Source: an optimization exercise on an open RTL-to-GDS flow (aim: small area and a short achievable clock period). Production flows keep margins and buffers that such runs may drop. Only simulation tests tie the RTL to the original design; equivalence was not proved. No activity file was given, so power comes from the tool's default toggle rates.

$ cat flow/config.mk
export PLATFORM = sky130hd
export DESIGN_NAME = mac5
export DESIGN_NICKNAME = mac5
export VERILOG_FILES = /design/flow/design.v
export SDC_FILE = /design/flow/constraint.sdc
export NUM_CORES = 4
export LEC_CHECK = 0
export ABC_CLOCK_PERIOD_IN_PS = 1000
export CAP_MARGIN = 20
export CORE_MARGIN = 2
export CORE_UTILIZATION = 70
export SETUP_SLACK_MARGIN = 4.5
export SLEW_MARGIN = 20
export SYNTH_HIERARCHICAL = 1
export SYNTH_MINIMUM_KEEP_SIZE = 0
$ cat flow/constraint.sdc
create_clock -name core_clock -period 7.0 [get_ports {clk}]
set_input_delay 1.4000 -clock core_clock [delete_from_list [all_inputs] [get_ports {clk}]]
set_output_delay 1.4000 -clock core_clock [all_outputs]
set_load 0.01 [all_outputs]
$ cat flow/design.v
module mac5 #(parameter WIDTH=32)
   (input logic [(WIDTH/2)-1:0] a,
    input logic [(WIDTH/2)-1:0] b,
    input logic               clk, reset,
    output logic [WIDTH-1:0]  out);
   logic [15:0] ra;
   logic [7:0] bneg, bone, btwo;
   logic rb15;
   wire [16:0] bx = {b, 1'b0};
   logic f;
   logic q2_0_0;
   logic q2_1_0;
   logic q2_2_0;
   logic q2_3_0;
   logic q2_3_1;
   logic q2_3_2;
   logic q2_4_0;
   logic q2_4_1;
   logic q2_5_0;
   logic q2_5_1;
   logic q2_6_0;
   logic q2_6_1;
   logic q2_7_0;
   logic q2_7_1;
   logic q2_8_0;
   logic q2_8_1;
   logic q2_9_0;
   logic q2_9_1;
   logic q2_10_0;
   logic q2_10_1;
   logic q2_11_0;
   logic q2_11_1;
   logic q2_11_2;
   logic q2_11_3;
   logic q2_12_0;
   logic q2_12_1;
   logic q2_12_2;
   logic q2_13_0;
   logic q2_13_1;
   logic q2_13_2;
   logic q2_14_0;
   logic q2_14_1;
   logic q2_14_2;
   logic q2_15_0;
   logic q2_15_1;
   logic q2_15_2;
   logic q2_16_0;
   logic q2_16_1;
   logic q2_16_2;
   logic q2_16_3;
   logic q2_17_0;
   logic q2_17_1;
   logic q2_17_2;
   logic q2_17_3;
   logic q2_18_0;
   logic q2_18_1;
   logic q2_18_2;
   logic q2_18_3;
   logic q2_19_0;
   logic q2_19_1;
   logic q2_19_2;
   logic q2_19_3;
   logic q2_20_0;
   logic q2_20_1;
   logic q2_20_2;
   logic q2_20_3;
   logic q2_21_0;
   logic q2_21_1;
   logic q2_21_2;
   logic q2_21_3;
   logic q2_22_0;
   logic q2_22_1;
   logic q2_23_0;
   logic q2_23_1;
   logic q2_23_2;
   logic q2_24_0;
   logic q2_24_1;
   logic q2_24_2;
   logic q2_25_0;
   logic q2_25_1;
   logic q2_25_2;
   logic q2_26_0;
   logic q2_26_1;
   logic q2_26_2;
   logic q2_27_0;
   logic q2_27_1;
   logic q2_27_2;
   logic q2_28_0;
   logic q2_29_0;
   logic q2_29_1;
   logic q2_30_0;
   logic q2_30_1;
   logic q2_31_0;
   logic q2_31_1;
   wire p1 = ~(((bone[0] & ra[0])) ^ bneg[0]);
   wire p2 = ~(((bone[0] & ra[1]) | (btwo[0] & ra[0])) ^ bneg[0]);
   wire p3 = ~(((bone[0] & ra[2]) | (btwo[0] & ra[1])) ^ bneg[0]);
   wire p4 = ~(((bone[0] & ra[3]) | (btwo[0] & ra[2])) ^ bneg[0]);
   wire p5 = ~(((bone[0] & ra[4]) | (btwo[0] & ra[3])) ^ bneg[0]);
   wire p6 = ~(((bone[0] & ra[5]) | (btwo[0] & ra[4])) ^ bneg[0]);
   wire p7 = ~(((bone[0] & ra[6]) | (btwo[0] & ra[5])) ^ bneg[0]);
   wire p8 = ~(((bone[0] & ra[7]) | (btwo[0] & ra[6])) ^ bneg[0]);
   wire p9 = ~(((bone[0] & ra[8]) | (btwo[0] & ra[7])) ^ bneg[0]);
   wire p10 = ~(((bone[0] & ra[9]) | (btwo[0] & ra[8])) ^ bneg[0]);
   wire p11 = ~(((bone[0] & ra[10]) | (btwo[0] & ra[9])) ^ bneg[0]);
   wire p12 = ~(((bone[0] & ra[11]) | (btwo[0] & ra[10])) ^ bneg[0]);
   wire p13 = ~(((bone[0] & ra[12]) | (btwo[0] & ra[11])) ^ bneg[0]);
   wire p14 = ~(((bone[0] & ra[13]) | (btwo[0] & ra[12])) ^ bneg[0]);
   wire p15 = ~(((bone[0] & ra[14]) | (btwo[0] & ra[13])) ^ bneg[0]);
   wire p16 = ~(((bone[0] & ra[15]) | (btwo[0] & ra[14])) ^ bneg[0]);
   wire p17 = ~(((btwo[0] & ra[15])) ^ bneg[0]);
   wire p18 = ~bneg[0];
   wire p19 = bneg[0];
   wire p20 = ~(((bone[1] & ra[0])) ^ bneg[1]);
   wire p21 = ~(((bone[1] & ra[1]) | (btwo[1] & ra[0])) ^ bneg[1]);
   wire p22 = ~(((bone[1] & ra[2]) | (btwo[1] & ra[1])) ^ bneg[1]);
   wire p23 = ~(((bone[1] & ra[3]) | (btwo[1] & ra[2])) ^ bneg[1]);
   wire p24 = ~(((bone[1] & ra[4]) | (btwo[1] & ra[3])) ^ bneg[1]);
   wire p25 = ~(((bone[1] & ra[5]) | (btwo[1] & ra[4])) ^ bneg[1]);
   wire p26 = ~(((bone[1] & ra[6]) | (btwo[1] & ra[5])) ^ bneg[1]);
   wire p27 = ~(((bone[1] & ra[7]) | (btwo[1] & ra[6])) ^ bneg[1]);
   wire p28 = ~(((bone[1] & ra[8]) | (btwo[1] & ra[7])) ^ bneg[1]);
   wire p29 = ~(((bone[1] & ra[9]) | (btwo[1] & ra[8])) ^ bneg[1]);
   wire p30 = ~(((bone[1] & ra[10]) | (btwo[1] & ra[9])) ^ bneg[1]);
   wire p31 = ~(((bone[1] & ra[11]) | (btwo[1] & ra[10])) ^ bneg[1]);
   wire p32 = ~(((bone[1] & ra[12]) | (btwo[1] & ra[11])) ^ bneg[1]);
   wire p33 = ~(((bone[1] & ra[13]) | (btwo[1] & ra[12])) ^ bneg[1]);
   wire p34 = ~(((bone[1] & ra[14]) | (btwo[1] & ra[13])) ^ bneg[1]);
   wire p35 = ~(((bone[1] & ra[15]) | (btwo[1] & ra[14])) ^ bneg[1]);
   wire p36 = ~(((btwo[1] & ra[15])) ^ bneg[1]);
   wire p37 = ~bneg[1];
   wire p38 = bneg[1];
   wire p39 = ~(((bone[2] & ra[0])) ^ bneg[2]);
   wire p40 = ~(((bone[2] & ra[1]) | (btwo[2] & ra[0])) ^ bneg[2]);
   wire p41 = ~(((bone[2] & ra[2]) | (btwo[2] & ra[1])) ^ bneg[2]);
   wire p42 = ~(((bone[2] & ra[3]) | (btwo[2] & ra[2])) ^ bneg[2]);
   wire p43 = ~(((bone[2] & ra[4]) | (btwo[2] & ra[3])) ^ bneg[2]);
   wire p44 = ~(((bone[2] & ra[5]) | (btwo[2] & ra[4])) ^ bneg[2]);
   wire p45 = ~(((bone[2] & ra[6]) | (btwo[2] & ra[5])) ^ bneg[2]);
   wire p46 = ~(((bone[2] & ra[7]) | (btwo[2] & ra[6])) ^ bneg[2]);
   wire p47 = ~(((bone[2] & ra[8]) | (btwo[2] & ra[7])) ^ bneg[2]);
   wire p48 = ~(((bone[2] & ra[9]) | (btwo[2] & ra[8])) ^ bneg[2]);
   wire p49 = ~(((bone[2] & ra[10]) | (btwo[2] & ra[9])) ^ bneg[2]);
   wire p50 = ~(((bone[2] & ra[11]) | (btwo[2] & ra[10])) ^ bneg[2]);
   wire p51 = ~(((bone[2] & ra[12]) | (btwo[2] & ra[11])) ^ bneg[2]);
   wire p52 = ~(((bone[2] & ra[13]) | (btwo[2] & ra[12])) ^ bneg[2]);
   wire p53 = ~(((bone[2] & ra[14]) | (btwo[2] & ra[13])) ^ bneg[2]);
   wire p54 = ~(((bone[2] & ra[15]) | (btwo[2] & ra[14])) ^ bneg[2]);
   wire p55 = ~(((btwo[2] & ra[15])) ^ bneg[2]);
   wire p56 = ~bneg[2];
   wire p57 = bneg[2];
   wire p58 = ~(((bone[3] & ra[0])) ^ bneg[3]);
   wire p59 = ~(((bone[3] & ra[1]) | (btwo[3] & ra[0])) ^ bneg[3]);
   wire p60 = ~(((bone[3] & ra[2]) | (btwo[3] & ra[1])) ^ bneg[3]);
   wire p61 = ~(((bone[3] & ra[3]) | (btwo[3] & ra[2])) ^ bneg[3]);
   wire p62 = ~(((bone[3] & ra[4]) | (btwo[3] & ra[3])) ^ bneg[3]);
   wire p63 = ~(((bone[3] & ra[5]) | (btwo[3] & ra[4])) ^ bneg[3]);
   wire p64 = ~(((bone[3] & ra[6]) | (btwo[3] & ra[5])) ^ bneg[3]);
   wire p65 = ~(((bone[3] & ra[7]) | (btwo[3] & ra[6])) ^ bneg[3]);
   wire p66 = ~(((bone[3] & ra[8]) | (btwo[3] & ra[7])) ^ bneg[3]);
   wire p67 = ~(((bone[3] & ra[9]) | (btwo[3] & ra[8])) ^ bneg[3]);
   wire p68 = ~(((bone[3] & ra[10]) | (btwo[3] & ra[9])) ^ bneg[3]);
   wire p69 = ~(((bone[3] & ra[11]) | (btwo[3] & ra[10])) ^ bneg[3]);
   wire p70 = ~(((bone[3] & ra[12]) | (btwo[3] & ra[11])) ^ bneg[3]);
   wire p71 = ~(((bone[3] & ra[13]) | (btwo[3] & ra[12])) ^ bneg[3]);
   wire p72 = ~(((bone[3] & ra[14]) | (btwo[3] & ra[13])) ^ bneg[3]);
   wire p73 = ~(((bone[3] & ra[15]) | (btwo[3] & ra[14])) ^ bneg[3]);
   wire p74 = ~(((btwo[3] & ra[15])) ^ bneg[3]);
   wire p75 = ~bneg[3];
   wire p76 = bneg[3];
   wire p77 = ~(((bone[4] & ra[0])) ^ bneg[4]);
   wire p78 = ~(((bone[4] & ra[1]) | (btwo[4] & ra[0])) ^ bneg[4]);
   wire p79 = ~(((bone[4] & ra[2]) | (btwo[4] & ra[1])) ^ bneg[4]);
   wire p80 = ~(((bone[4] & ra[3]) | (btwo[4] & ra[2])) ^ bneg[4]);
   wire p81 = ~(((bone[4] & ra[4]) | (btwo[4] & ra[3])) ^ bneg[4]);
   wire p82 = ~(((bone[4] & ra[5]) | (btwo[4] & ra[4])) ^ bneg[4]);
   wire p83 = ~(((bone[4] & ra[6]) | (btwo[4] & ra[5])) ^ bneg[4]);
   wire p84 = ~(((bone[4] & ra[7]) | (btwo[4] & ra[6])) ^ bneg[4]);
   wire p85 = ~(((bone[4] & ra[8]) | (btwo[4] & ra[7])) ^ bneg[4]);
   wire p86 = ~(((bone[4] & ra[9]) | (btwo[4] & ra[8])) ^ bneg[4]);
   wire p87 = ~(((bone[4] & ra[10]) | (btwo[4] & ra[9])) ^ bneg[4]);
   wire p88 = ~(((bone[4] & ra[11]) | (btwo[4] & ra[10])) ^ bneg[4]);
   wire p89 = ~(((bone[4] & ra[12]) | (btwo[4] & ra[11])) ^ bneg[4]);
   wire p90 = ~(((bone[4] & ra[13]) | (btwo[4] & ra[12])) ^ bneg[4]);
   wire p91 = ~(((bone[4] & ra[14]) | (btwo[4] & ra[13])) ^ bneg[4]);
   wire p92 = ~(((bone[4] & ra[15]) | (btwo[4] & ra[14])) ^ bneg[4]);
   wire p93 = ~(((btwo[4] & ra[15])) ^ bneg[4]);
   wire p94 = ~bneg[4];
   wire p95 = bneg[4];
   wire p96 = ~(((bone[5] & ra[0])) ^ bneg[5]);
   wire p97 = ~(((bone[5] & ra[1]) | (btwo[5] & ra[0])) ^ bneg[5]);
   wire p98 = ~(((bone[5] & ra[2]) | (btwo[5] & ra[1])) ^ bneg[5]);
   wire p99 = ~(((bone[5] & ra[3]) | (btwo[5] & ra[2])) ^ bneg[5]);
   wire p100 = ~(((bone[5] & ra[4]) | (btwo[5] & ra[3])) ^ bneg[5]);
   wire p101 = ~(((bone[5] & ra[5]) | (btwo[5] & ra[4])) ^ bneg[5]);
   wire p102 = ~(((bone[5] & ra[6]) | (btwo[5] & ra[5])) ^ bneg[5]);
   wire p103 = ~(((bone[5] & ra[7]) | (btwo[5] & ra[6])) ^ bneg[5]);
   wire p104 = ~(((bone[5] & ra[8]) | (btwo[5] & ra[7])) ^ bneg[5]);
   wire p105 = ~(((bone[5] & ra[9]) | (btwo[5] & ra[8])) ^ bneg[5]);
   wire p106 = ~(((bone[5] & ra[10]) | (btwo[5] & ra[9])) ^ bneg[5]);
   wire p107 = ~(((bone[5] & ra[11]) | (btwo[5] & ra[10])) ^ bneg[5]);
   wire p108 = ~(((bone[5] & ra[12]) | (btwo[5] & ra[11])) ^ bneg[5]);
   wire p109 = ~(((bone[5] & ra[13]) | (btwo[5] & ra[12])) ^ bneg[5]);
   wire p110 = ~(((bone[5] & ra[14]) | (btwo[5] & ra[13])) ^ bneg[5]);
   wire p111 = ~(((bone[5] & ra[15]) | (btwo[5] & ra[14])) ^ bneg[5]);
   wire p112 = ~(((btwo[5] & ra[15])) ^ bneg[5]);
   wire p113 = ~bneg[5];
   wire p114 = bneg[5];
   wire p115 = ~(((bone[6] & ra[0])) ^ bneg[6]);
   wire p116 = ~(((bone[6] & ra[1]) | (btwo[6] & ra[0])) ^ bneg[6]);
   wire p117 = ~(((bone[6] & ra[2]) | (btwo[6] & ra[1])) ^ bneg[6]);
   wire p118 = ~(((bone[6] & ra[3]) | (btwo[6] & ra[2])) ^ bneg[6]);
   wire p119 = ~(((bone[6] & ra[4]) | (btwo[6] & ra[3])) ^ bneg[6]);
   wire p120 = ~(((bone[6] & ra[5]) | (btwo[6] & ra[4])) ^ bneg[6]);
   wire p121 = ~(((bone[6] & ra[6]) | (btwo[6] & ra[5])) ^ bneg[6]);
   wire p122 = ~(((bone[6] & ra[7]) | (btwo[6] & ra[6])) ^ bneg[6]);
   wire p123 = ~(((bone[6] & ra[8]) | (btwo[6] & ra[7])) ^ bneg[6]);
   wire p124 = ~(((bone[6] & ra[9]) | (btwo[6] & ra[8])) ^ bneg[6]);
   wire p125 = ~(((bone[6] & ra[10]) | (btwo[6] & ra[9])) ^ bneg[6]);
   wire p126 = ~(((bone[6] & ra[11]) | (btwo[6] & ra[10])) ^ bneg[6]);
   wire p127 = ~(((bone[6] & ra[12]) | (btwo[6] & ra[11])) ^ bneg[6]);
   wire p128 = ~(((bone[6] & ra[13]) | (btwo[6] & ra[12])) ^ bneg[6]);
   wire p129 = ~(((bone[6] & ra[14]) | (btwo[6] & ra[13])) ^ bneg[6]);
   wire p130 = ~(((bone[6] & ra[15]) | (btwo[6] & ra[14])) ^ bneg[6]);
   wire p131 = ~(((btwo[6] & ra[15])) ^ bneg[6]);
   wire p132 = ~bneg[6];
   wire p133 = bneg[6];
   wire p134 = ~(((bone[7] & ra[0])) ^ bneg[7]);
   wire p135 = ~(((bone[7] & ra[1]) | (btwo[7] & ra[0])) ^ bneg[7]);
   wire p136 = ~(((bone[7] & ra[2]) | (btwo[7] & ra[1])) ^ bneg[7]);
   wire p137 = ~(((bone[7] & ra[3]) | (btwo[7] & ra[2])) ^ bneg[7]);
   wire p138 = ~(((bone[7] & ra[4]) | (btwo[7] & ra[3])) ^ bneg[7]);
   wire p139 = ~(((bone[7] & ra[5]) | (btwo[7] & ra[4])) ^ bneg[7]);
   wire p140 = ~(((bone[7] & ra[6]) | (btwo[7] & ra[5])) ^ bneg[7]);
   wire p141 = ~(((bone[7] & ra[7]) | (btwo[7] & ra[6])) ^ bneg[7]);
   wire p142 = ~(((bone[7] & ra[8]) | (btwo[7] & ra[7])) ^ bneg[7]);
   wire p143 = ~(((bone[7] & ra[9]) | (btwo[7] & ra[8])) ^ bneg[7]);
   wire p144 = ~(((bone[7] & ra[10]) | (btwo[7] & ra[9])) ^ bneg[7]);
   wire p145 = ~(((bone[7] & ra[11]) | (btwo[7] & ra[10])) ^ bneg[7]);
   wire p146 = ~(((bone[7] & ra[12]) | (btwo[7] & ra[11])) ^ bneg[7]);
   wire p147 = ~(((bone[7] & ra[13]) | (btwo[7] & ra[12])) ^ bneg[7]);
   wire p148 = ~(((bone[7] & ra[14]) | (btwo[7] & ra[13])) ^ bneg[7]);
   wire p149 = ~(((bone[7] & ra[15]) | (btwo[7] & ra[14])) ^ bneg[7]);
   wire p150 = ~(((btwo[7] & ra[15])) ^ bneg[7]);
   wire p151 = ~bneg[7];
   wire p152 = bneg[7];
   wire p153 = ~(ra[0] & rb15);
   wire p154 = ~(ra[1] & rb15);
   wire p155 = ~(ra[2] & rb15);
   wire p156 = ~(ra[3] & rb15);
   wire p157 = ~(ra[4] & rb15);
   wire p158 = ~(ra[5] & rb15);
   wire p159 = ~(ra[6] & rb15);
   wire p160 = ~(ra[7] & rb15);
   wire p161 = ~(ra[8] & rb15);
   wire p162 = ~(ra[9] & rb15);
   wire p163 = ~(ra[10] & rb15);
   wire p164 = ~(ra[11] & rb15);
   wire p165 = ~(ra[12] & rb15);
   wire p166 = ~(ra[13] & rb15);
   wire p167 = ~(ra[14] & rb15);
   wire p168 = ~(ra[15] & rb15);
   wire p169 = ~(out[0] & f);
   wire p170 = ~(out[1] & f);
   wire p171 = ~(out[2] & f);
   wire p172 = ~(out[3] & f);
   wire p173 = ~(out[4] & f);
   wire p174 = ~(out[5] & f);
   wire p175 = ~(out[6] & f);
   wire p176 = ~(out[7] & f);
   wire p177 = ~(out[8] & f);
   wire p178 = ~(out[9] & f);
   wire p179 = ~(out[10] & f);
   wire p180 = ~(out[11] & f);
   wire p181 = ~(out[12] & f);
   wire p182 = ~(out[13] & f);
   wire p183 = ~(out[14] & f);
   wire p184 = ~(out[15] & f);
   wire p185 = ~(out[16] & f);
   wire p186 = ~(out[17] & f);
   wire p187 = ~(out[18] & f);
   wire p188 = ~(out[19] & f);
   wire p189 = ~(out[20] & f);
   wire p190 = ~(out[21] & f);
   wire p191 = ~(out[22] & f);
   wire p192 = ~(out[23] & f);
   wire p193 = ~(out[24] & f);
   wire p194 = ~(out[25] & f);
   wire p195 = ~(out[26] & f);
   wire p196 = ~(out[27] & f);
   wire p197 = ~(out[28] & f);
   wire p198 = ~(out[29] & f);
   wire p199 = ~(out[30] & f);
   wire p200 = ~(out[31] & f);
   wire p201 = ~p19;
   wire p202 = ~p36;
   wire p203 = ~p55;
   wire p204 = ~p74;
   wire p205 = ~p93;
   wire p206 = ~p112;
   wire p207 = ~p131;
   wire p208 = ~p150;
   wire s209, c210;
   mac5_fa u_s209 (.a(p18), .b(p169), .c(p1), .s(s209), .co(c210));
   wire s211, c212;
   mac5_fa u_s211 (.a(p37), .b(p171), .c(p3), .s(s211), .co(c212));
   wire s213, c214;
   mac5_fa u_s213 (.a(p172), .b(p4), .c(p21), .s(s213), .co(c214));
   wire s215, c216;
   mac5_fa u_s215 (.a(p56), .b(p173), .c(p5), .s(s215), .co(c216));
   wire s217, c218;
   mac5_fa u_s217 (.a(p174), .b(p6), .c(p23), .s(s217), .co(c218));
   wire s219, c220;
   mac5_fa u_s219 (.a(p75), .b(p175), .c(p7), .s(s219), .co(c220));
   wire s221, c222;
   mac5_fa u_s221 (.a(p24), .b(p41), .c(p58), .s(s221), .co(c222));
   wire s223, c224;
   mac5_fa u_s223 (.a(p176), .b(p8), .c(p25), .s(s223), .co(c224));
   wire s225, c226;
   mac5_fa u_s225 (.a(p94), .b(p177), .c(p9), .s(s225), .co(c226));
   wire s227, c228;
   mac5_fa u_s227 (.a(p26), .b(p43), .c(p60), .s(s227), .co(c228));
   wire s229, c230;
   mac5_fa u_s229 (.a(p178), .b(p10), .c(p27), .s(s229), .co(c230));
   wire s231, c232;
   mac5_fa u_s231 (.a(p44), .b(p61), .c(p78), .s(s231), .co(c232));
   wire s233, c234;
   mac5_fa u_s233 (.a(p113), .b(p179), .c(p11), .s(s233), .co(c234));
   wire s235, c236;
   mac5_fa u_s235 (.a(p28), .b(p45), .c(p62), .s(s235), .co(c236));
   wire s237, c238;
   mac5_fa u_s237 (.a(p180), .b(p12), .c(p29), .s(s237), .co(c238));
   wire s239, c240;
   mac5_fa u_s239 (.a(p46), .b(p63), .c(p80), .s(s239), .co(c240));
   wire s241, c242;
   mac5_fa u_s241 (.a(p132), .b(p181), .c(p13), .s(s241), .co(c242));
   wire s243, c244;
   mac5_fa u_s243 (.a(p30), .b(p47), .c(p64), .s(s243), .co(c244));
   wire s245, c246;
   mac5_fa u_s245 (.a(p81), .b(p98), .c(p115), .s(s245), .co(c246));
   wire s247, c248;
   mac5_fa u_s247 (.a(p182), .b(p14), .c(p31), .s(s247), .co(c248));
   wire s249, c250;
   mac5_fa u_s249 (.a(p48), .b(p65), .c(p82), .s(s249), .co(c250));
   wire s251, c252;
   mac5_fa u_s251 (.a(p151), .b(p183), .c(p15), .s(s251), .co(c252));
   wire s253, c254;
   mac5_fa u_s253 (.a(p32), .b(p49), .c(p66), .s(s253), .co(c254));
   wire s255, c256;
   mac5_fa u_s255 (.a(p83), .b(p100), .c(p117), .s(s255), .co(c256));
   wire s257, c258;
   mac5_fa u_s257 (.a(p184), .b(p16), .c(p33), .s(s257), .co(c258));
   wire s259, c260;
   mac5_fa u_s259 (.a(p50), .b(p67), .c(p84), .s(s259), .co(c260));
   wire s261, c262;
   mac5_fa u_s261 (.a(p101), .b(p118), .c(p135), .s(s261), .co(c262));
   wire s263, c264;
   mac5_fa u_s263 (.a(p153), .b(p185), .c(p17), .s(s263), .co(c264));
   wire s265, c266;
   mac5_fa u_s265 (.a(p34), .b(p51), .c(p68), .s(s265), .co(c266));
   wire s267, c268;
   mac5_fa u_s267 (.a(p85), .b(p102), .c(p119), .s(s267), .co(c268));
   wire s269, c270;
   mac5_fa u_s269 (.a(p201), .b(p154), .c(p186), .s(s269), .co(c270));
   wire s271, c272;
   mac5_fa u_s271 (.a(p35), .b(p52), .c(p69), .s(s271), .co(c272));
   wire s273, c274;
   mac5_fa u_s273 (.a(p86), .b(p103), .c(p120), .s(s273), .co(c274));
   wire s275, c276;
   mac5_fa u_s275 (.a(p155), .b(p187), .c(p19), .s(s275), .co(c276));
   wire s277, c278;
   mac5_fa u_s277 (.a(p202), .b(p53), .c(p70), .s(s277), .co(c278));
   wire s279, c280;
   mac5_fa u_s279 (.a(p87), .b(p104), .c(p121), .s(s279), .co(c280));
   wire s281, c282;
   mac5_fa u_s281 (.a(p38), .b(p156), .c(p188), .s(s281), .co(c282));
   wire s283, c284;
   mac5_fa u_s283 (.a(p54), .b(p71), .c(p88), .s(s283), .co(c284));
   wire s285, c286;
   mac5_fa u_s285 (.a(p105), .b(p122), .c(p139), .s(s285), .co(c286));
   wire s287, c288;
   mac5_fa u_s287 (.a(p157), .b(p189), .c(p203), .s(s287), .co(c288));
   wire s289, c290;
   mac5_fa u_s289 (.a(p72), .b(p89), .c(p106), .s(s289), .co(c290));
   wire s291, c292;
   mac5_fa u_s291 (.a(p57), .b(p158), .c(p190), .s(s291), .co(c292));
   wire s293, c294;
   mac5_fa u_s293 (.a(p73), .b(p90), .c(p107), .s(s293), .co(c294));
   wire s295, c296;
   mac5_fa u_s295 (.a(p124), .b(p141), .c(p55), .s(s295), .co(c296));
   wire s297, c298;
   mac5_fa u_s297 (.a(p159), .b(p191), .c(p204), .s(s297), .co(c298));
   wire s299, c300;
   mac5_fa u_s299 (.a(p91), .b(p108), .c(p125), .s(s299), .co(c300));
   wire s301, c302;
   mac5_fa u_s301 (.a(p76), .b(p160), .c(p192), .s(s301), .co(c302));
   wire s303, c304;
   mac5_fa u_s303 (.a(p92), .b(p109), .c(p126), .s(s303), .co(c304));
   wire s305, c306;
   mac5_fa u_s305 (.a(p161), .b(p193), .c(p205), .s(s305), .co(c306));
   wire s307, c308;
   mac5_fa u_s307 (.a(p110), .b(p127), .c(p144), .s(s307), .co(c308));
   wire s309, c310;
   mac5_fa u_s309 (.a(p95), .b(p162), .c(p194), .s(s309), .co(c310));
   wire s311, c312;
   mac5_fa u_s311 (.a(p111), .b(p128), .c(p145), .s(s311), .co(c312));
   wire s313, c314;
   mac5_fa u_s313 (.a(p163), .b(p195), .c(p206), .s(s313), .co(c314));
   wire s315, c316;
   mac5_fa u_s315 (.a(p114), .b(p164), .c(p196), .s(s315), .co(c316));
   wire s317, c318;
   mac5_fa u_s317 (.a(p130), .b(p147), .c(p112), .s(s317), .co(c318));
   wire s319, c320;
   mac5_fa u_s319 (.a(p165), .b(p197), .c(p207), .s(s319), .co(c320));
   wire s321, c322;
   mac5_fa u_s321 (.a(p133), .b(p166), .c(p198), .s(s321), .co(c322));
   wire s323, c324;
   mac5_fa u_s323 (.a(p167), .b(p199), .c(p208), .s(s323), .co(c324));
   wire s325, c326;
   mac5_fa u_s325 (.a(p152), .b(p168), .c(p200), .s(s325), .co(c326));
   wire s327, c328;
   mac5_fa u_s327 (.a(p170), .b(p2), .c(c210), .s(s327), .co(c328));
   wire s329, c330;
   mac5_fa u_s329 (.a(p22), .b(p39), .c(c214), .s(s329), .co(c330));
   wire s331, c332;
   mac5_fa u_s331 (.a(p40), .b(c216), .c(s217), .s(s331), .co(c332));
   wire s333, c334;
   mac5_fa u_s333 (.a(c218), .b(s219), .c(s221), .s(s333), .co(c334));
   wire s335, c336;
   mac5_fa u_s335 (.a(p42), .b(p59), .c(c220), .s(s335), .co(c336));
   wire s337, c338;
   mac5_fa u_s337 (.a(p77), .b(c224), .c(s225), .s(s337), .co(c338));
   wire s339, c340;
   mac5_fa u_s339 (.a(c226), .b(c228), .c(s229), .s(s339), .co(c340));
   wire s341, c342;
   mac5_fa u_s341 (.a(p79), .b(p96), .c(c230), .s(s341), .co(c342));
   wire s343, c344;
   mac5_fa u_s343 (.a(c232), .b(s233), .c(s235), .s(s343), .co(c344));
   wire s345, c346;
   mac5_fa u_s345 (.a(p97), .b(c234), .c(c236), .s(s345), .co(c346));
   wire s347, c348;
   mac5_fa u_s347 (.a(c238), .b(c240), .c(s241), .s(s347), .co(c348));
   wire s349, c350;
   mac5_fa u_s349 (.a(p99), .b(p116), .c(c242), .s(s349), .co(c350));
   wire s351, c352;
   mac5_fa u_s351 (.a(c244), .b(c246), .c(s247), .s(s351), .co(c352));
   wire s353, c354;
   mac5_fa u_s353 (.a(p134), .b(c248), .c(c250), .s(s353), .co(c354));
   wire s355, c356;
   mac5_fa u_s355 (.a(s251), .b(s253), .c(s255), .s(s355), .co(c356));
   wire s357, c358;
   mac5_fa u_s357 (.a(c252), .b(c254), .c(c256), .s(s357), .co(c358));
   wire s359, c360;
   mac5_fa u_s359 (.a(s257), .b(s259), .c(s261), .s(s359), .co(c360));
   wire s361, c362;
   mac5_fa u_s361 (.a(p136), .b(c258), .c(c260), .s(s361), .co(c362));
   wire s363, c364;
   mac5_fa u_s363 (.a(c262), .b(s263), .c(s265), .s(s363), .co(c364));
   wire s365, c366;
   mac5_fa u_s365 (.a(p137), .b(s269), .c(c264), .s(s365), .co(c366));
   wire s367, c368;
   mac5_fa u_s367 (.a(c266), .b(c268), .c(s271), .s(s367), .co(c368));
   wire s369, c370;
   mac5_fa u_s369 (.a(c270), .b(p138), .c(s275), .s(s369), .co(c370));
   wire s371, c372;
   mac5_fa u_s371 (.a(c272), .b(c274), .c(s277), .s(s371), .co(c372));
   wire s373, c374;
   mac5_fa u_s373 (.a(c276), .b(p36), .c(s281), .s(s373), .co(c374));
   wire s375, c376;
   mac5_fa u_s375 (.a(c278), .b(c280), .c(s283), .s(s375), .co(c376));
   wire s377, c378;
   mac5_fa u_s377 (.a(c282), .b(p123), .c(p140), .s(s377), .co(c378));
   wire s379, c380;
   mac5_fa u_s379 (.a(c284), .b(c286), .c(s287), .s(s379), .co(c380));
   wire s381, c382;
   mac5_fa u_s381 (.a(s291), .b(c288), .c(c290), .s(s381), .co(c382));
   wire s383, c384;
   mac5_fa u_s383 (.a(c292), .b(p142), .c(c294), .s(s383), .co(c384));
   wire s385, c386;
   mac5_fa u_s385 (.a(c296), .b(s297), .c(s299), .s(s385), .co(c386));
   wire s387, c388;
   mac5_fa u_s387 (.a(p143), .b(p74), .c(s301), .s(s387), .co(c388));
   wire s389, c390;
   mac5_fa u_s389 (.a(c298), .b(c300), .c(s303), .s(s389), .co(c390));
   wire s391, c392;
   mac5_fa u_s391 (.a(c302), .b(c304), .c(s305), .s(s391), .co(c392));
   wire s393, c394;
   mac5_fa u_s393 (.a(p93), .b(s309), .c(c306), .s(s393), .co(c394));
   wire s395, c396;
   mac5_fa u_s395 (.a(c310), .b(p129), .c(p146), .s(s395), .co(c396));
   wire s397, c398;
   mac5_fa u_s397 (.a(s315), .b(c314), .c(s317), .s(s397), .co(c398));
   wire s399, c400;
   mac5_fa u_s399 (.a(c316), .b(p148), .c(c318), .s(s399), .co(c400));
   wire s401, c402;
   mac5_fa u_s401 (.a(p149), .b(p131), .c(s321), .s(s401), .co(c402));
   wire s403, c404;
   mac5_fa u_s403 (.a(p150), .b(s325), .c(c324), .s(s403), .co(c404));
   wire s405, c406;
   mac5_fa u_s405 (.a(p20), .b(s211), .c(c328), .s(s405), .co(c406));
   wire s407, c408;
   mac5_fa u_s407 (.a(c222), .b(s223), .c(s335), .s(s407), .co(c408));
   wire s409, c410;
   mac5_fa u_s409 (.a(s227), .b(c336), .c(s337), .s(s409), .co(c410));
   wire s411, c412;
   mac5_fa u_s411 (.a(s231), .b(c338), .c(s339), .s(s411), .co(c412));
   wire s413, c414;
   mac5_fa u_s413 (.a(s341), .b(c340), .c(s343), .s(s413), .co(c414));
   wire s415, c416;
   mac5_fa u_s415 (.a(s237), .b(s239), .c(c342), .s(s415), .co(c416));
   wire s417, c418;
   mac5_fa u_s417 (.a(s243), .b(s245), .c(c346), .s(s417), .co(c418));
   wire s419, c420;
   mac5_fa u_s419 (.a(s249), .b(s349), .c(c348), .s(s419), .co(c420));
   wire s421, c422;
   mac5_fa u_s421 (.a(c350), .b(s353), .c(c352), .s(s421), .co(c422));
   wire s423, c424;
   mac5_fa u_s423 (.a(c354), .b(s357), .c(c356), .s(s423), .co(c424));
   wire s425, c426;
   mac5_fa u_s425 (.a(s267), .b(c358), .c(s361), .s(s425), .co(c426));
   wire s427, c428;
   mac5_fa u_s427 (.a(s273), .b(c362), .c(s365), .s(s427), .co(c428));
   wire s429, c430;
   mac5_fa u_s429 (.a(s279), .b(s369), .c(c366), .s(s429), .co(c430));
   wire s431, c432;
   mac5_fa u_s431 (.a(c370), .b(s285), .c(s373), .s(s431), .co(c432));
   wire s433, c434;
   mac5_fa u_s433 (.a(c374), .b(s377), .c(s289), .s(s433), .co(c434));
   wire s435, c436;
   mac5_fa u_s435 (.a(c378), .b(s293), .c(s295), .s(s435), .co(c436));
   wire s437, c438;
   mac5_fa u_s437 (.a(c382), .b(s383), .c(s385), .s(s437), .co(c438));
   wire s439, c440;
   mac5_fa u_s439 (.a(s387), .b(c384), .c(c386), .s(s439), .co(c440));
   wire s441, c442;
   mac5_fa u_s441 (.a(c388), .b(s307), .c(c390), .s(s441), .co(c442));
   wire s443, c444;
   mac5_fa u_s443 (.a(c308), .b(s311), .c(s393), .s(s443), .co(c444));
   wire s445, c446;
   mac5_fa u_s445 (.a(c312), .b(s395), .c(s313), .s(s445), .co(c446));
   wire s447, c448;
   mac5_fa u_s447 (.a(s319), .b(s399), .c(c398), .s(s447), .co(c448));
   wire s449, c450;
   mac5_fa u_s449 (.a(c320), .b(s401), .c(c400), .s(s449), .co(c450));
   wire s451, c452;
   mac5_fa u_s451 (.a(c322), .b(c402), .c(s323), .s(s451), .co(c452));
   wire s453, c454;
   mac5_fa u_s453 (.a(1'b1), .b(q2_11_0), .c(q2_11_1), .s(s453), .co(c454));
   wire s455, c456;
   mac5_fa u_s455 (.a(1'b1), .b(q2_12_0), .c(q2_12_1), .s(s455), .co(c456));
   wire s457, c458;
   mac5_fa u_s457 (.a(1'b1), .b(q2_13_0), .c(q2_13_1), .s(s457), .co(c458));
   wire s459, c460;
   mac5_fa u_s459 (.a(1'b1), .b(q2_14_0), .c(q2_14_1), .s(s459), .co(c460));
   wire s461, c462;
   mac5_fa u_s461 (.a(1'b1), .b(q2_15_0), .c(q2_15_1), .s(s461), .co(c462));
   wire s463, c464;
   mac5_fa u_s463 (.a(q2_16_0), .b(q2_16_1), .c(q2_16_2), .s(s463), .co(c464));
   wire s465, c466;
   mac5_fa u_s465 (.a(q2_17_0), .b(q2_17_1), .c(q2_17_2), .s(s465), .co(c466));
   wire s467, c468;
   mac5_fa u_s467 (.a(q2_18_0), .b(q2_18_1), .c(q2_18_2), .s(s467), .co(c468));
   wire s469, c470;
   mac5_fa u_s469 (.a(q2_19_0), .b(q2_19_1), .c(q2_19_2), .s(s469), .co(c470));
   wire s471, c472;
   mac5_fa u_s471 (.a(q2_20_0), .b(q2_20_1), .c(q2_20_2), .s(s471), .co(c472));
   wire s473, c474;
   mac5_fa u_s473 (.a(q2_21_0), .b(q2_21_1), .c(q2_21_2), .s(s473), .co(c474));
   wire s475, c476;
   mac5_fa u_s475 (.a(1'b1), .b(q2_3_0), .c(q2_3_1), .s(s475), .co(c476));
   wire s477, c478;
   mac5_fa u_s477 (.a(1'b1), .b(q2_4_0), .c(q2_4_1), .s(s477), .co(c478));
   wire s479, c480;
   mac5_fa u_s479 (.a(1'b1), .b(q2_5_0), .c(q2_5_1), .s(s479), .co(c480));
   wire s481, c482;
   mac5_fa u_s481 (.a(1'b1), .b(q2_6_0), .c(q2_6_1), .s(s481), .co(c482));
   wire s483, c484;
   mac5_fa u_s483 (.a(1'b1), .b(q2_7_0), .c(q2_7_1), .s(s483), .co(c484));
   wire s485, c486;
   mac5_fa u_s485 (.a(1'b1), .b(q2_8_0), .c(q2_8_1), .s(s485), .co(c486));
   wire s487, c488;
   mac5_fa u_s487 (.a(1'b1), .b(q2_9_0), .c(q2_9_1), .s(s487), .co(c488));
   wire s489, c490;
   mac5_fa u_s489 (.a(1'b1), .b(q2_10_0), .c(q2_10_1), .s(s489), .co(c490));
   wire s491, c492;
   mac5_fa u_s491 (.a(q2_11_2), .b(q2_11_3), .c(s453), .s(s491), .co(c492));
   wire s493, c494;
   mac5_fa u_s493 (.a(q2_12_2), .b(c454), .c(s455), .s(s493), .co(c494));
   wire s495, c496;
   mac5_fa u_s495 (.a(q2_13_2), .b(c456), .c(s457), .s(s495), .co(c496));
   wire s497, c498;
   mac5_fa u_s497 (.a(q2_14_2), .b(c458), .c(s459), .s(s497), .co(c498));
   wire s499, c500;
   mac5_fa u_s499 (.a(q2_15_2), .b(c460), .c(s461), .s(s499), .co(c500));
   wire s501, c502;
   mac5_fa u_s501 (.a(q2_16_3), .b(c462), .c(s463), .s(s501), .co(c502));
   wire s503, c504;
   mac5_fa u_s503 (.a(q2_17_3), .b(c464), .c(s465), .s(s503), .co(c504));
   wire s505, c506;
   mac5_fa u_s505 (.a(q2_18_3), .b(c466), .c(s467), .s(s505), .co(c506));
   wire s507, c508;
   mac5_fa u_s507 (.a(q2_19_3), .b(c468), .c(s469), .s(s507), .co(c508));
   wire s509, c510;
   mac5_fa u_s509 (.a(q2_20_3), .b(c470), .c(s471), .s(s509), .co(c510));
   wire s511, c512;
   mac5_fa u_s511 (.a(q2_21_3), .b(c472), .c(s473), .s(s511), .co(c512));
   wire s513, c514;
   mac5_fa u_s513 (.a(q2_22_0), .b(q2_22_1), .c(c474), .s(s513), .co(c514));
   wire s515, c516;
   mac5_fa u_s515 (.a(q2_23_0), .b(q2_23_1), .c(q2_23_2), .s(s515), .co(c516));
   wire s517, c518;
   mac5_fa u_s517 (.a(q2_24_0), .b(q2_24_1), .c(q2_24_2), .s(s517), .co(c518));
   wire s519, c520;
   mac5_fa u_s519 (.a(q2_25_0), .b(q2_25_1), .c(q2_25_2), .s(s519), .co(c520));
   wire s521, c522;
   mac5_fa u_s521 (.a(q2_26_0), .b(q2_26_1), .c(q2_26_2), .s(s521), .co(c522));
   wire s523, c524;
   mac5_fa u_s523 (.a(q2_27_0), .b(q2_27_1), .c(q2_27_2), .s(s523), .co(c524));
   wire [31:0] sx = {q2_31_0, q2_30_0, q2_29_0, q2_28_0, s523, s521, s519, s517, s515, s513, s511, s509, s507, s505, s503, s501, s499, s497, s495, s493, s491, s489, s487, s485, s483, s481, s479, s477, s475, q2_2_0, q2_1_0, q2_0_0};
   wire [31:0] sy = {q2_31_1, q2_30_1, q2_29_1, c524, c522, c520, c518, c516, c514, c512, c510, c508, c506, c504, c502, c500, c498, c496, c494, c492, c490, c488, c486, c484, c482, c480, c478, c476, q2_3_2, 1'b1, 1'b1, 1'b1};
   wire [31:0] sp = sx ^ sy, sg = sx & sy;
   wire lG1 = sg[0] | (sp[0] & 1'b1);
   wire lG2 = sg[2] | (sp[2] & sg[1]);
   wire lP2 = sp[2] & sp[1];
   wire lG3 = sg[1] | (sp[1] & lG1);
   wire lG4 = lG2 | (lP2 & lG1);
   wire lG5 = sg[3] | (sp[3] & lG4);
   logic q3_lo0;
   logic q3_lo1;
   logic q3_lo2;
   logic q3_lo3;
   logic q3_ck;
   logic [31:4] q3_p, q3_g;
   wire hG1 = q3_g[4] | (q3_p[4] & q3_ck);
   wire hG2 = q3_g[6] | (q3_p[6] & q3_g[5]);
   wire hP2 = q3_p[6] & q3_p[5];
   wire hG3 = q3_g[8] | (q3_p[8] & q3_g[7]);
   wire hP3 = q3_p[8] & q3_p[7];
   wire hG4 = q3_g[10] | (q3_p[10] & q3_g[9]);
   wire hP4 = q3_p[10] & q3_p[9];
   wire hG5 = q3_g[12] | (q3_p[12] & q3_g[11]);
   wire hP5 = q3_p[12] & q3_p[11];
   wire hG6 = q3_g[14] | (q3_p[14] & q3_g[13]);
   wire hP6 = q3_p[14] & q3_p[13];
   wire hG7 = q3_g[16] | (q3_p[16] & q3_g[15]);
   wire hP7 = q3_p[16] & q3_p[15];
   wire hG8 = q3_g[18] | (q3_p[18] & q3_g[17]);
   wire hP8 = q3_p[18] & q3_p[17];
   wire hG9 = q3_g[20] | (q3_p[20] & q3_g[19]);
   wire hP9 = q3_p[20] & q3_p[19];
   wire hG10 = q3_g[22] | (q3_p[22] & q3_g[21]);
   wire hP10 = q3_p[22] & q3_p[21];
   wire hG11 = q3_g[24] | (q3_p[24] & q3_g[23]);
   wire hP11 = q3_p[24] & q3_p[23];
   wire hG12 = q3_g[26] | (q3_p[26] & q3_g[25]);
   wire hP12 = q3_p[26] & q3_p[25];
   wire hG13 = q3_g[28] | (q3_p[28] & q3_g[27]);
   wire hP13 = q3_p[28] & q3_p[27];
   wire hG14 = q3_g[30] | (q3_p[30] & q3_g[29]);
   wire hP14 = q3_p[30] & q3_p[29];
   wire hG15 = q3_g[5] | (q3_p[5] & hG1);
   wire hG16 = hG2 | (hP2 & hG1);
   wire hG17 = q3_g[9] | (q3_p[9] & hG3);
   wire hP17 = q3_p[9] & hP3;
   wire hG18 = hG4 | (hP4 & hG3);
   wire hP18 = hP4 & hP3;
   wire hG19 = q3_g[13] | (q3_p[13] & hG5);
   wire hP19 = q3_p[13] & hP5;
   wire hG20 = hG6 | (hP6 & hG5);
   wire hP20 = hP6 & hP5;
   wire hG21 = q3_g[17] | (q3_p[17] & hG7);
   wire hP21 = q3_p[17] & hP7;
   wire hG22 = hG8 | (hP8 & hG7);
   wire hP22 = hP8 & hP7;
   wire hG23 = q3_g[21] | (q3_p[21] & hG9);
   wire hP23 = q3_p[21] & hP9;
   wire hG24 = hG10 | (hP10 & hG9);
   wire hP24 = hP10 & hP9;
   wire hG25 = q3_g[25] | (q3_p[25] & hG11);
   wire hP25 = q3_p[25] & hP11;
   wire hG26 = hG12 | (hP12 & hG11);
   wire hP26 = hP12 & hP11;
   wire hG27 = q3_g[29] | (q3_p[29] & hG13);
   wire hP27 = q3_p[29] & hP13;
   wire hG28 = hG14 | (hP14 & hG13);
   wire hP28 = hP14 & hP13;
   wire hG29 = q3_g[7] | (q3_p[7] & hG16);
   wire hG30 = hG3 | (hP3 & hG16);
   wire hG31 = hG17 | (hP17 & hG16);
   wire hG32 = hG18 | (hP18 & hG16);
   wire hG33 = q3_g[15] | (q3_p[15] & hG20);
   wire hP33 = q3_p[15] & hP20;
   wire hG34 = hG7 | (hP7 & hG20);
   wire hP34 = hP7 & hP20;
   wire hG35 = hG21 | (hP21 & hG20);
   wire hP35 = hP21 & hP20;
   wire hG36 = hG22 | (hP22 & hG20);
   wire hP36 = hP22 & hP20;
   wire hG37 = q3_g[23] | (q3_p[23] & hG24);
   wire hP37 = q3_p[23] & hP24;
   wire hG38 = hG11 | (hP11 & hG24);
   wire hP38 = hP11 & hP24;
   wire hG39 = hG25 | (hP25 & hG24);
   wire hP39 = hP25 & hP24;
   wire hG40 = hG26 | (hP26 & hG24);
   wire hP40 = hP26 & hP24;
   wire hG41 = q3_g[31] | (q3_p[31] & hG28);
   wire hP41 = q3_p[31] & hP28;
   wire hG42 = q3_g[11] | (q3_p[11] & hG32);
   wire hG43 = hG5 | (hP5 & hG32);
   wire hG44 = hG19 | (hP19 & hG32);
   wire hG45 = hG20 | (hP20 & hG32);
   wire hG46 = hG33 | (hP33 & hG32);
   wire hG47 = hG34 | (hP34 & hG32);
   wire hG48 = hG35 | (hP35 & hG32);
   wire hG49 = hG36 | (hP36 & hG32);
   wire hG50 = q3_g[27] | (q3_p[27] & hG40);
   wire hP50 = q3_p[27] & hP40;
   wire hG51 = hG13 | (hP13 & hG40);
   wire hP51 = hP13 & hP40;
   wire hG52 = hG27 | (hP27 & hG40);
   wire hP52 = hP27 & hP40;
   wire hG53 = hG28 | (hP28 & hG40);
   wire hP53 = hP28 & hP40;
   wire hG54 = hG41 | (hP41 & hG40);
   wire hP54 = hP41 & hP40;
   wire hG55 = q3_g[19] | (q3_p[19] & hG49);
   wire hG56 = hG9 | (hP9 & hG49);
   wire hG57 = hG23 | (hP23 & hG49);
   wire hG58 = hG24 | (hP24 & hG49);
   wire hG59 = hG37 | (hP37 & hG49);
   wire hG60 = hG38 | (hP38 & hG49);
   wire hG61 = hG39 | (hP39 & hG49);
   wire hG62 = hG40 | (hP40 & hG49);
   wire hG63 = hG50 | (hP50 & hG49);
   wire hG64 = hG51 | (hP51 & hG49);
   wire hG65 = hG52 | (hP52 & hG49);
   wire hG66 = hG53 | (hP53 & hG49);
   wire hG67 = hG54 | (hP54 & hG49);
   wire [31:0] nsum = {~(q3_p[31] ^ hG66), ~(q3_p[30] ^ hG65), ~(q3_p[29] ^ hG64), ~(q3_p[28] ^ hG63), ~(q3_p[27] ^ hG62), ~(q3_p[26] ^ hG61), ~(q3_p[25] ^ hG60), ~(q3_p[24] ^ hG59), ~(q3_p[23] ^ hG58), ~(q3_p[22] ^ hG57), ~(q3_p[21] ^ hG56), ~(q3_p[20] ^ hG55), ~(q3_p[19] ^ hG49), ~(q3_p[18] ^ hG48), ~(q3_p[17] ^ hG47), ~(q3_p[16] ^ hG46), ~(q3_p[15] ^ hG45), ~(q3_p[14] ^ hG44), ~(q3_p[13] ^ hG43), ~(q3_p[12] ^ hG42), ~(q3_p[11] ^ hG32), ~(q3_p[10] ^ hG31), ~(q3_p[9] ^ hG30), ~(q3_p[8] ^ hG29), ~(q3_p[7] ^ hG16), ~(q3_p[6] ^ hG15), ~(q3_p[5] ^ hG1), ~(q3_p[4] ^ q3_ck), q3_lo3, q3_lo2, q3_lo1, q3_lo0};
   always @(posedge clk) begin
      q3_lo0 <= ~(sp[0] ^ 1'b1);
      q3_lo1 <= ~(sp[1] ^ lG1);
      q3_lo2 <= ~(sp[2] ^ lG3);
      q3_lo3 <= ~(sp[3] ^ lG4);
      q3_ck <= lG5;
      q3_p <= sp[31:4];
      q3_g <= sg[31:4];
   end
   always @(posedge clk or negedge reset)
     if (!reset) f <= 1'b0;
     else f <= 1'b1;
   always @(posedge clk) begin
      ra <= a;
      bneg[0] <= bx[2];
      bone[0] <= bx[1] ^ bx[0];
      btwo[0] <= (bx[2] & ~bx[1] & ~bx[0]) | (~bx[2] & bx[1] & bx[0]);
      bneg[1] <= bx[4];
      bone[1] <= bx[3] ^ bx[2];
      btwo[1] <= (bx[4] & ~bx[3] & ~bx[2]) | (~bx[4] & bx[3] & bx[2]);
      bneg[2] <= bx[6];
      bone[2] <= bx[5] ^ bx[4];
      btwo[2] <= (bx[6] & ~bx[5] & ~bx[4]) | (~bx[6] & bx[5] & bx[4]);
      bneg[3] <= bx[8];
      bone[3] <= bx[7] ^ bx[6];
      btwo[3] <= (bx[8] & ~bx[7] & ~bx[6]) | (~bx[8] & bx[7] & bx[6]);
      bneg[4] <= bx[10];
      bone[4] <= bx[9] ^ bx[8];
      btwo[4] <= (bx[10] & ~bx[9] & ~bx[8]) | (~bx[10] & bx[9] & bx[8]);
      bneg[5] <= bx[12];
      bone[5] <= bx[11] ^ bx[10];
      btwo[5] <= (bx[12] & ~bx[11] & ~bx[10]) | (~bx[12] & bx[11] & bx[10]);
      bneg[6] <= bx[14];
      bone[6] <= bx[13] ^ bx[12];
      btwo[6] <= (bx[14] & ~bx[13] & ~bx[12]) | (~bx[14] & bx[13] & bx[12]);
      bneg[7] <= bx[16];
      bone[7] <= bx[15] ^ bx[14];
      btwo[7] <= (bx[16] & ~bx[15] & ~bx[14]) | (~bx[16] & bx[15] & bx[14]);
      rb15 <= b[15];
      q2_0_0 <= s209;
      q2_1_0 <= s327;
      q2_2_0 <= s405;
      q2_3_0 <= c212;
      q2_3_1 <= s213;
      q2_3_2 <= c406;
      q2_4_0 <= s215;
      q2_4_1 <= s329;
      q2_5_0 <= c330;
      q2_5_1 <= s331;
      q2_6_0 <= c332;
      q2_6_1 <= s333;
      q2_7_0 <= s407;
      q2_7_1 <= c334;
      q2_8_0 <= s409;
      q2_8_1 <= c408;
      q2_9_0 <= s411;
      q2_9_1 <= c410;
      q2_10_0 <= s413;
      q2_10_1 <= c412;
      q2_11_0 <= s415;
      q2_11_1 <= s345;
      q2_11_2 <= c344;
      q2_11_3 <= c414;
      q2_12_0 <= s417;
      q2_12_1 <= s347;
      q2_12_2 <= c416;
      q2_13_0 <= s419;
      q2_13_1 <= s351;
      q2_13_2 <= c418;
      q2_14_0 <= s421;
      q2_14_1 <= s355;
      q2_14_2 <= c420;
      q2_15_0 <= s423;
      q2_15_1 <= s359;
      q2_15_2 <= c422;
      q2_16_0 <= s425;
      q2_16_1 <= c360;
      q2_16_2 <= s363;
      q2_16_3 <= c424;
      q2_17_0 <= s427;
      q2_17_1 <= c364;
      q2_17_2 <= s367;
      q2_17_3 <= c426;
      q2_18_0 <= s429;
      q2_18_1 <= c368;
      q2_18_2 <= s371;
      q2_18_3 <= c428;
      q2_19_0 <= s431;
      q2_19_1 <= c372;
      q2_19_2 <= s375;
      q2_19_3 <= c430;
      q2_20_0 <= s433;
      q2_20_1 <= c376;
      q2_20_2 <= s379;
      q2_20_3 <= c432;
      q2_21_0 <= s435;
      q2_21_1 <= s381;
      q2_21_2 <= c380;
      q2_21_3 <= c434;
      q2_22_0 <= s437;
      q2_22_1 <= c436;
      q2_23_0 <= s439;
      q2_23_1 <= s389;
      q2_23_2 <= c438;
      q2_24_0 <= s441;
      q2_24_1 <= s391;
      q2_24_2 <= c440;
      q2_25_0 <= s443;
      q2_25_1 <= c392;
      q2_25_2 <= c442;
      q2_26_0 <= s445;
      q2_26_1 <= c394;
      q2_26_2 <= c444;
      q2_27_0 <= c396;
      q2_27_1 <= s397;
      q2_27_2 <= c446;
      q2_28_0 <= s447;
      q2_29_0 <= s449;
      q2_29_1 <= c448;
      q2_30_0 <= s451;
      q2_30_1 <= c450;
      q2_31_0 <= s403;
      q2_31_1 <= c452;
      out <= nsum;
   end
endmodule
module mac5_fa (input logic a, b, c, output logic s, co);
   assign s = a ^ b ^ c;
   assign co = (a & b) | (a & c) | (b & c);
endmodule
$ cat flow/flow/run.sh
#!/bin/bash
# Standard layout, with port buffers of a plain buffer cell, sizing not held to
# the cells' footprints, and a clock tree without dummy loads.
bash standard.sh MATCH_CELL_FOOTPRINT=0 \
  BUFFER_PORTS_ARGS="-buffer_cell sky130_fd_sc_hd__buf_2" \
  CTS_ARGS="-sink_clustering_enable -repair_clock_nets -dont_use_dummy_load -sink_clustering_size 30 -sink_clustering_max_diameter 60" \
  finish > standard.log 2>&1
$ cat flow/standard.sh
#!/bin/bash
# synth_recipe.tcl (not shown) runs the flow's synth.tcl, then flattens the netlist and writes it again
# the make line also repeats each setting of config.mk as NAME=value (left out here)
make -C /OpenROAD-flow-scripts/flow DESIGN_CONFIG=/design/flow/config.mk WORK_HOME=/design/flow/orfs CLKGATE_MAP_FILE= SYNTH_SCRIPT=/design/flow/synth_recipe.tcl "${@:-finish}"
==> run_results.csv, run 1 <==
group,metric,value,unit
drt,avgViaCountPerCell,6.02,
layout,n_fill_cell,1050,
layout,num_antenna_cells,0,
worst_hold_path,holdCritPathClass,"register to register",
drt,ant_nets,0,
setup_path,required,7.34,ns
timing,timing.setup.tns,0,ns
drt,drt_iter0_drc,791,
setup_path,critical_path_class,"register to register",
yosys,async_flop_share,0.00461,
grt,overflow,0,
timing,grt_setup_unrepaired,"yes",
yosys,synth_seq_cells,217,
floorplanning,start_util,0.721,
clock_tree,htreeDepth,1,
yosys,ys_seq_area_frac,0.377,
floorplanning,die_y,132,um
power,powerDensity,418,nW/um^2
setup_path,cp.arrival,2.80,ns
layout,multi_input_comb_area,6890,sq um
clock_tree,hold_buffers,0,
floorplanning,rows,46,
yosys,synth_cells,963,
grt,groute.usage.overall,0.287,
timing,slew_viol_final,0,
yosys,synth_top_area_frac,0.375,
timing,setup_viol,0,
floorplanning,die_w,132,um
layout,area_growth,9.25,%
setup_path,critPathCaptureType,"register",
drt,drc,0,
power,max-vdd-ir-drop,0.373,mV
timing,hold_viol,0,
drt,dr.pass1.iters,6,
drt,wire_per_inst,20.6,um
clock_tree,insertion_delay,0.47,ns
yosys,synth.avg_cell_area,12.0,sq um
timing,holdWs,0.340,ns
yosys,synth_edf_count,0,
grt,grt_antenna_before_repair,0,
floorplanning,die-area,17500,sq um
grt,grt_pass1_wl,39.8,mm
placement,dp_hpwl,18.0,mm
yosys,synth_area_leaders,"dfxtp_1 38%, fa_1 27%, xnor2_1 11%",
setup_path,cp-start-kind,"register",
yosys,synth_cell_types,37,
run,maxCapViolations,0,
layout,nets,1223,
floorplanning,ios,66,
clock_tree,cts-root-buf,"clkbuf_16",
drt,vias,7301,
clock_tree,clockBufferDepth,3,
drt,totalWireLength,25.0,mm
floorplanning,coreArea,16000,sq um
clock_tree,cts_sinks,217,
outcome,status,"finished clean",
yosys,synthesis.area,11500,sq um
yosys,ys.flop_type,"dfxtp_1",
timing,final.min_clock_period,2.46,ns
timing,post-route-period-util,0.352,
layout,register_area,4470,sq um
clock_tree,cts_tree,"built",
yosys,synth_top_area_cell,"dfxtp_1",
yosys,synthTopCellsByCount,"216 x dfxtp_1, 158 x fa_1, 145 x xnor2_1",
setup_path,cp_max_fo,16,
layout,drive_gt1_frac,0.156,
yosys,yosysMostFrequentCell,"dfxtp_1",
power,leakagePower,4.95,nW
clock_tree,cts_made_buffers,13,
placement,place_congestion,0.905,
clock_tree,clk_pin_slew,0.10,ns
grt,grt_start_max_net_pins,33,
timing,clock_skew,0.0323,ns
grt,grt_pass1_vias,7666,
yosys,yosys_warnings,7,
timing,fmax,0.406,GHz
placement,numPortBuffers,65,
registers in the layout, summed over array words and instances (netlist names), 8 cells and up:
name  cells
btwo      8
bone      8
out      32
q3_p     28
bneg      8
ra       16
q3_g     27
report_power, final:
group / switching (mW) / total [mW] / internal (mW)
clock: 0.362 / 0.695 / 0.332
combinational: 1.21 / 2.33 / 1.11
sequential: 0.392 / 2.25 / 1.86
total: 1.97 / 5.27 / 3.30
critical path: stages, from the launching register on:
cell and delay (ns):
dfxtp_4 0.52, a22oi_1 0.16, xnor2_1 0.23, fa_1 0.48
fa_1 0.52, fa_1 0.41
area by class of cell:
class	count	area share
multi-input combinational	654	0.547
sequential	217	0.355
timing repair buffer	84	0.0407
clock buffer	13	0.0258
tap	216	0.0215
inverter	28	0.00993
cell usage in the layout, fill, tap and decap left out, types with 8 or more instances in the layout:
cell type	n
clkbuf_16	13
buf_2	65
xnor2_1	142
o21ai_0	14
dfxtp_1	178
dfxtp_2	9
nand2b_1	11
dfxtp_4	29
fa_1	158
a22oi_1	120
nand2_1	73
inv_4	8
xor2_1	22
ha_1	33
nand3b_1	8
conb_1	14
inv_1	20
a21oi_1	15
nor2_1	9
buf_4	15
metal layers:
metal / routed length (um) / track usage / vias to the layer above
met5: 0 / 0 / -
met2: 11600 / 0.450 / 391
met1: 10600 / 0.413 / 3658
met3: 2300 / 0.0584 / 56
met4: 513 / 0.0812 / 0
li1: - / - / 3196
metrics by stage:
stage / instance area [sq um] / utilization / total power, mW / worst slack [ns] / cells
2_1_floorplan: 11600 / - / 3.75 / 4.50 / 976
6_report: 12600 / 0.787 / 5.27 / 4.54 / 1212
3_3_place_gp: 11900 / 0.743 / 4.39 / 4.06 / 1181
3_5_place_dp: 11900 / 0.743 / 4.57 / 3.98 / 1181
5_1_grt: 12600 / 0.787 / 5.74 / 4.47 / 1212
4_1_cts: 12300 / 0.770 / 5.30 / 4.45 / 1194
cell families after synthesis:
logic type                 count (synthesis)  synth area share
and+or+nand+nor                          113            0.0441
DFF                                      217             0.377
AOI/OAI and AO/OA                        169             0.107
adders and majority gates                191             0.310
xor gates and xnor gates                 167             0.127
buffers and inverters                    105            0.0342
other                                      1          0.000325
Yosys stat by module, one instance, submodules excluded:
module	area, sq um	copies in the design
mac5_fa	20.0	158
mac5	8370	1
path summary, 6_finish.rpt:
kind / slack, ns / start / cells after the start / end
min in group asynchronous: 0.67 / reset / 1 / f
max in group asynchronous: 6.24 / reset / 1 / f
min: 0.34 / q3_lo3 / 0 / out[3]
min reg2reg: 0.34 / q3_lo3 / 0 / out[3]
max reg2reg: 4.54 / bone[6] / 5 / q2_22_0
max: 4.54 / bone[6] / 5 / q2_22_0
repair_timing:
item,in CTS,in global routing
pin swaps,1,3
setup buffers,0,18
resized for setup,55,39
cloned,0,0
endpoints found under the setup margin,53,21
==> inputs of run 2 (changes only) <==
--- a/flow/config.mk
+++ b/flow/config.mk
@@ -9,6 +9,6 @@
 export CAP_MARGIN = 20
 export CORE_MARGIN = 2
-export CORE_UTILIZATION = 70
-export SETUP_SLACK_MARGIN = 4.5
+export CORE_UTILIZATION = 40
+export SETUP_SLACK_MARGIN = 4.6
 export SLEW_MARGIN = 20
 export SYNTH_HIERARCHICAL = 1
==> run 2 against run 1 <==
Against the previous run: routed wire length increased by 6.8%; via count increased by 0.78%; cell count increased by 20%; clock power increased by 32%; worst hold slack got worse by 0.015 ns; largest power group unchanged; worst setup slack improved by 0.054 ns; register-to-register slack improved by 0.05 ns; largest cell class unchanged.
==> run_results.csv, run 2 <==
group,metric,value,unit
setup_path,cp_cell_sequence,"buf_12, a22oi_2, xnor2_2, fa_2, fa_1, fa_1",
run,maxCapViolations,0,
drt,vias,7358,
layout,num_antenna_cells,0,
floorplanning,rows,62,
yosys,synthesis.area,11500,sq um
layout,instances_no_fill,1452,
layout,n_fill_cell,2630,
setup_path,slowest_stage,"fa_1",
setup_path,cp_max_fo,5,
yosys,synth_top_area_frac,0.375,
power,fin_total_pwr,5.62,mW
timing,fmax,0.416,GHz
clock_tree,insertion_delay,0.50,ns
layout,largest_reg_flops,32,
clock_tree,cts-root-buf,"clkbuf_16",
layout,regMostFlops,"out",
power,power.switching,2.02,mW
yosys,synth_top_area_cell,"dfxtp_1",
timing,hold_viol,0,
grt,groute.usage.overall,0.176,
setup_path,crit_top_cell,"fa_1",
drt,avgViaCountPerCell,5.07,
setup_path,r2r_setup_slack,4.59,ns
clock_tree,cts_tree,"built",
timing,slew_viol_final,0,
power,p_clk_frac,0.163,
layout,reg_top3,"out x32, q3_p x28, q3_g x27",
power,combPwrFrac,0.434,
placement,dp.cells,1349,
setup_path,r2r_start,"btwo[2]",
yosys,synth_seq_cells,217,
drt,wire_per_inst,18.4,um
yosys,yosys_warnings,7,
setup_path,cp.arrival,2.72,ns
yosys,ys_seq_area_frac,0.377,
floorplanning,die_w,174,um
drt,dr.pass1.iters,5,
clock_tree,htreeDepth,1,
layout,fin_area,13900,sq um
yosys,synth_cell_types,37,
grt,grt_antenna_before_repair,0,
yosys,synth_cells,963,
power,switching_share,0.360,
timing,grt_setup_unrepaired,"yes",
clock_tree,cts_made_buffers,20,
yosys,synthTopCellsByCount,"216 x dfxtp_1, 158 x fa_1, 145 x xnor2_1",
clock_tree,clk_pin_slew,0.06,ns
setup_path,cp_num_buf_inv,1,
grt,grt_pass1_wl,41.9,mm
yosys,synth_area_leaders,"dfxtp_1 38%, fa_1 27%, xnor2_1 11%",
drt,totalWireLength,26.7,mm
timing,setup_viol,0,
placement,numPortBuffers,65,
timing,timing.setup.tns,0,ns
power,p_int,3.60,mW
setup_path,critical_path_class,"register to register",
grt,grt_start_max_net_pins,33,
setup_path,reg2reg_depth,6,
power,leakagePower,5.45,nW
grt,grt_pass1_vias,7529,
floorplanning,ios,66,
timing,final.min_clock_period,2.41,ns
power,powerDensity,405,nW/um^2
drt,ant_nets,0,
yosys,synth.avg_cell_area,12.0,sq um
floorplanning,die_y,174,um
setup_path,critPathCaptureType,"register",
floorplanning,coreArea,28500,sq um
setup_path,max_stage_delay,0.52,ns
setup_path,r2r_end,"q2_15_0",
timing,clock_skew,0.0651,ns
clock_tree,clockBufferDepth,3,
grt,overflow,0,
yosys,yosysMostFrequentCell,"dfxtp_1",
worst_hold_path,worstHoldStart,"q3_lo1",
yosys,ys.flop_type,"dfxtp_1",
layout,nets,1295,
yosys,async_flop_share,0.00461,
power,pwr-share-seq,0.402,
setup_path,required,7.31,ns
worst_hold_path,hold_depth,0,
power,max-vdd-ir-drop,0.257,mV
setup_path,cp_top_family,"adder cells",
worst_hold_path,holdCritPathClass,"register to register",
layout,layout_common_cells,"147 x fa_1, 147 x dfxtp_1, 132 x xnor2_1",
yosys,synth_edf_count,0,
layout,area_growth,20.2,%
timing,post-route-period-util,0.344,
drt,drt_iter0_drc,464,
floorplanning,die-area,30200,sq um
layout,drive_gt1_frac,0.283,
placement,dp_hpwl,18.5,mm
drt,drc,0,
floorplanning,start_util,0.404,
clock_tree,cts_sinks,217,
placement,place_congestion,0.847,
placement,postPlaceCellArea,12100,sq um
outcome,status,"finished clean",
worst_hold_path,hold_end,"out[1]",
setup_path,cp-start-kind,"register",
[run 2: cell counts after synthesis]
No cell type changed its count.
[run 2: per-layer routing]
| layer | up-vias | wire, um | global-route usage |
|---|---|---|---|
| met1 | 3690 | 11600 | 0.241 |
| met4 | 0 | 710 | 0.0459 |
| met5 | - | 0 | 0 |
| met3 | 51 | 1640 | 0.0276 |
| li1 | 3352 | - | - |
| met2 | 265 | 12800 | 0.294 |
[run 2: per-module statistics from Yosys, one instance, submodules excluded]
| module | cell area [sq um] | flip-flops and latches |
|---|---|---|
| mac5 | 8370 | 217 |
| mac5_fa | 20.0 | 0 |
[run 2: worst max-delay path by stage]
stage | cells past startpoint | slack [ns] | to | startpoint
CTS | 6 | 4.53 | q2_22_0 | btwo[2]
detailed placement | 5 | 4.05 | q2_22_0 | bneg[7]
floorplan | 7 | 4.58 | q2_22_0 | btwo[7]
finish | 6 | 4.59 | q2_15_0 | btwo[2]
global route | 6 | 4.53 | q2_22_0 | bone[4]
global placement | 5 | 4.10 | q2_22_0 | bneg[7]
[run 2: per-stage QoR]
stage          worst slack, ns  utilization  hold slack (ns)
6_report                  4.59        0.486            0.325
5_1_grt                   4.53        0.486            0.329
4_1_cts                   4.53        0.459            0.326
3_5_place_dp              4.05        0.425            0.312
3_3_place_gp              4.10        0.425            0.310
2_1_floorplan             4.58            -            0.310
[run 2: logic make-up after synthesis]
| group | after synthesis | synth area share |
|---|---|---|
| compound gates | 169 | 0.107 |
| xor+xnor | 167 | 0.127 |
| fa+ha+maj | 191 | 0.310 |
| buf+inv | 105 | 0.0342 |
| flops | 217 | 0.377 |
| other cells | 1 | 0.000325 |
| simple gates | 113 | 0.0441 |
[run 2: what timing repair did]
action,in CTS,in global routing
resized for setup,120,73
pin swaps,1,12
setup buffers,31,52
endpoints found under the setup margin,82,47
gates cloned,0,0
hold buffers,0,0
[run 2: cell type report]
cell class,instances,area [sq um],share of cell area
sequential,217,4530,0.327
clock buffer,20,500,0.0361
tap,384,480,0.0347
multi-input combinational,654,7120,0.514
timing repair buffer,149,1090,0.0785
inverter,28,143,0.0103
[run 2: power by group through the flow]
stage	combinational (mW)	clock (mW)	sequential, mW
after floorplan	1.59	0	2.17
after global placement	2.15	0	2.29
after detailed placement	2.23	0	2.30
after CTS	2.35	0.950	2.27
after global routing	2.88	0.994	2.33
final	2.44	0.918	2.26

re-timing with driven ports:
In the flow no input, the clock included, has a driving cell. The finished layouts below were timed again as built, in two steps.
Step 1 (the two cells are an assumption about what drives the block):
set clk [get_ports {clk}]
set_driving_cell -lib_cell sky130_fd_sc_hd__clkbuf_16 $clk
set_driving_cell -lib_cell sky130_fd_sc_hd__buf_2 [delete_from_list [all_inputs] $clk]
Step 2, shift: input delay + t, output delay - t, t = (earliest + latest rising clock arrival at the registers) / 2. This alone moves slack from input paths to output paths.
a / b / c = ideal ports / drivers / drivers and shift; a / b = the first two.
run | t (ns) | setup slack, ns | worst setup path at the end | clock arrival spread, ns | pins driven straight from the clock port
run 1 | 0.505 | 4.539 / 4.510 / 4.539 | register to register | 0.033 / 0.032 | 1
run 2 | 0.527 | 4.594 / 4.582 / 4.594 | register to register | 0.077 / 0.077 | 1
After both steps setup and hold are still met in every run listed.
